Source: an optimization exercise on an open RTL-to-GDS flow (aim: small area). Production flows keep margins and buffers that such runs may drop. In this exercise RTL edits were held to simulation tests only and were not proved equivalent to the original.

Setup of branch ember:
## CPU
module CPU #(
    parameter DATABITWIDTH = 16
)(
    input clk,
    input clk_en,
    input sync_rst,
    input  SystemEn,
    output HaltOut,
    output             [15:0] InstAddr,
    input              [15:0] InstData,
    input                    DataFlashEn,
    input              [9:0] FlashAddr,
    input [DATABITWIDTH-1:0] FlashData,
    output                    IOOutACK,
    input                     IOOutREQ,
    output              [3:0] IOMinorOpcode,
    output [DATABITWIDTH-1:0] IOOutAddress,
    output [DATABITWIDTH-1:0] IOOutData,
    output              [3:0] IOOutDestReg,
    input                     IOInACK,
    output                    IOInREQ,
    input               [3:0] IOInDestReg,
    input  [DATABITWIDTH-1:0] IOInData,
    output [DATABITWIDTH-1:0] RegisterWriteData_OUT,
    output                    RegisterWriteEn_OUT,
    output              [3:0] RegisterWriteAddr_OUT
);
clock: 8.0 ns
lec_check: 0
cap_margin: 20
core_margin: 2
core_utilization: 50
slew_margin: 20
synth_hierarchical: 1
synth_minimum_keep_size: 0
standard.sh (not shown) runs the stock make flow with config.mk's settings and CLKGATE_MAP_FILE= SYNTH_SCRIPT=/design/flow/synth_recipe.tcl, a recipe that flattens the netlist after the stock synthesis.
==> flow/flow/run.sh <==
#!/bin/bash
set -euo pipefail
export BUFFER_PORTS_ARGS="-buffer_cell sky130_fd_sc_hd__buf_1"
export CTS_ARGS="-sink_clustering_enable -repair_clock_nets -dont_use_dummy_load -sink_clustering_size 28 -sink_clustering_max_diameter 90 -buf_list sky130_fd_sc_hd__clkbuf_16"
bash standard.sh > standard_make.log 2>&1
Input changes introduced in branch delta (baseline for comparison: branch ember):
--- a/flow/design.v
+++ b/flow/design.v
@@ -431,23 +431,24 @@
         wire SelRev   = Unit && (Opcode == 4'he);
         wire Flag = Carry ^ (Unit && Opcode[0]);
         assign ALUResult = ({16{SelSum}} & Sum) | LogicOut | ({16{SelShift}} & ShiftOut) | ({16{SelBitSel}} & {16{Rot[0]}}) |
                            {15'h0, SelFlag && Flag} | ({16{SelScan}} & {11'h0, ScanResult}) | ({16{SelRev}} & ReversedB);
     end
     wire        s2_AZero = (s2_A == 16'h0);
     wire [15:0] BranchAbs;
     wire        BranchCarry;
     assign BranchAbs[2:0] = s2_B[2:0];
     assign {BranchCarry, BranchAbs[15:3]} = {1'b0, s2_B[15:3]} + {10'h0, s2_Offset};
     reg  [15:0] PCReg;
-    wire [15:0] PCAddend = JumpEn ? DataB : s2_BranchEn ? s2_B : 16'h1;
+    wire [15:0] JumpImmediate = {{6{s1_Inst[9]}}, s1_Inst[9:0]};
+    wire [15:0] PCAddend = JumpEn ? JumpImmediate : s2_BranchEn ? s2_B : 16'h1;
     wire [15:0] PCSum;
     wire        PCSumCarry;
     assign {PCSumCarry, PCSum} = {1'b0, PCReg} + {1'b0, PCAddend};
     wire [15:0] NextPC = JumpEn ? (s1_Inst[12] ? PCSum : TargetAbs) :
                          (s2_BranchEn && ~s2_Rel) ? BranchAbs : PCSum;
     always_ff @(posedge clk) begin
         if (sync_rst) begin
             PCReg <= 16'h0;
         end
         else if (SystemEn && ~StallEn && clk_en && (JumpEn || ~s2_BranchEn || s2_AZero)) begin
             PCReg <= NextPC;
### Flow results
Higher distinct cell type count of the synthesized netlist was reported by branch ember, not branch delta.
The critical path depth of branch delta is lower than that of branch ember.
Xor and xnor fraction of the mapped netlist area across branch delta and branch ember: no real change.
For total standard cell area after synthesis, branch delta and branch ember come out practically identical.
Number of sequential storage elements: branch delta vs branch ember identical
Relative to branch ember, branch delta degrades fmax.
In branch delta the critical path's largest stage delay turned out 340 ps higher than in branch ember.
branch ember vs branch delta, launch point of the worst path: s2_Op[0] vs s2_Op[1]
The final design area excluding fillers on branch delta is in line with that on branch ember.

--- another note on this design; it stands on its own ---

## CPU
module CPU #(
    parameter DATABITWIDTH = 16
)(
    input clk,
    input clk_en,
    input sync_rst,
    input  SystemEn,
    output HaltOut,
    output             [15:0] InstAddr,
    input              [15:0] InstData,
    input                    DataFlashEn,
    input              [9:0] FlashAddr,
    input [DATABITWIDTH-1:0] FlashData,
    output                    IOOutACK,
    input                     IOOutREQ,
    output              [3:0] IOMinorOpcode,
    output [DATABITWIDTH-1:0] IOOutAddress,
    output [DATABITWIDTH-1:0] IOOutData,
    output              [3:0] IOOutDestReg,
    input                     IOInACK,
    output                    IOInREQ,
    input               [3:0] IOInDestReg,
    input  [DATABITWIDTH-1:0] IOInData,
    output [DATABITWIDTH-1:0] RegisterWriteData_OUT,
    output                    RegisterWriteEn_OUT,
    output              [3:0] RegisterWriteAddr_OUT
);
For scale: about 1,100 flip-flops, about 150 I/O pins.
clock: 8.0 ns
lec_check: 0
cap_margin: 10
core_margin: 2
core_utilization: 55
slew_margin: 10
synth_hierarchical: 1
synth_minimum_keep_size: 0
standard.sh (not shown) runs the stock make flow with config.mk's settings and CLKGATE_MAP_FILE= SYNTH_SCRIPT=/design/flow/synth_recipe.tcl, a recipe that flattens the netlist after the stock synthesis.
==> flow/flow/run.sh <==
#!/bin/bash
set -euo pipefail
export BUFFER_PORTS_ARGS="-buffer_cell sky130_fd_sc_hd__buf_1"
export CTS_ARGS="-sink_clustering_enable -repair_clock_nets -dont_use_dummy_load -sink_clustering_size 28 -sink_clustering_max_diameter 90 -buf_list sky130_fd_sc_hd__clkbuf_16"
bash standard.sh > standard_make.log 2>&1
Change:
==> flow/flow/run.sh (replaced) <==
#!/bin/bash
set -euo pipefail
export BUFFER_PORTS_ARGS="-buffer_cell sky130_fd_sc_hd__buf_1"
export CTS_ARGS="-sink_clustering_enable -repair_clock_nets -dont_use_dummy_load -sink_clustering_size 24 -sink_clustering_max_diameter 80 -buf_list sky130_fd_sc_hd__clkbuf_16"
bash standard.sh > standard_make.log 2>&1
--- a/flow/config.mk
+++ b/flow/config.mk
@@ -6,8 +6,8 @@
 export NUM_CORES = 4
 export LEC_CHECK = 0
-export CAP_MARGIN = 10
+export CAP_MARGIN = 20
 export CORE_MARGIN = 2
-export CORE_UTILIZATION = 55
-export SLEW_MARGIN = 10
+export CORE_UTILIZATION = 50
+export SLEW_MARGIN = 20
 export SYNTH_HIERARCHICAL = 1
 export SYNTH_MINIMUM_KEEP_SIZE = 0
The new run passed the timing, design-rule and antenna checks.
Routed wire length rises slightly.
Final area climbs slightly.
Synthesized area does not change.
Worst setup slack degrades by 37 ps.

[re-timing with driven ports]
Ports are ideal in the flow. The routed layouts listed here were re-timed in OpenROAD. Step 1 (the two cells are an assumption about what drives the block):
set clk [get_ports {clk}]
set_driving_cell -lib_cell sky130_fd_sc_hd__clkbuf_16 $clk
set_driving_cell -lib_cell sky130_fd_sc_hd__buf_2 [delete_from_list [all_inputs] $clk]
Step 2 adds t to the input delays and takes it off the output delays; t is the mean of the earliest and latest rising clock arrival at the registers after step 1. Input paths then give back, and output paths get back, about the clock's delay inside the block. Three values: ideal, step 1, step 2; two values: the first two.
run	shift t [ns]	slack for setup (ns)	hold slack, ns	worst data-port slew with drivers (ns)
branch ember	0.717	0.551 / 0.551 / 0.551	0.509 / 0.509 / 0.509	0.18
branch delta	0.717	0.417 / 0.348 / 0.483	0.510 / 0.510 / 0.510	0.16
the first run of note 2	0.729	0.454 / 0.379 / 0.543	0.508 / 0.508 / 0.508	0.19
the second run of note 2	0.726	0.416 / 0.347 / 0.574	0.507 / 0.507 / 0.507	0.16
After both steps every run listed still meets setup and hold.
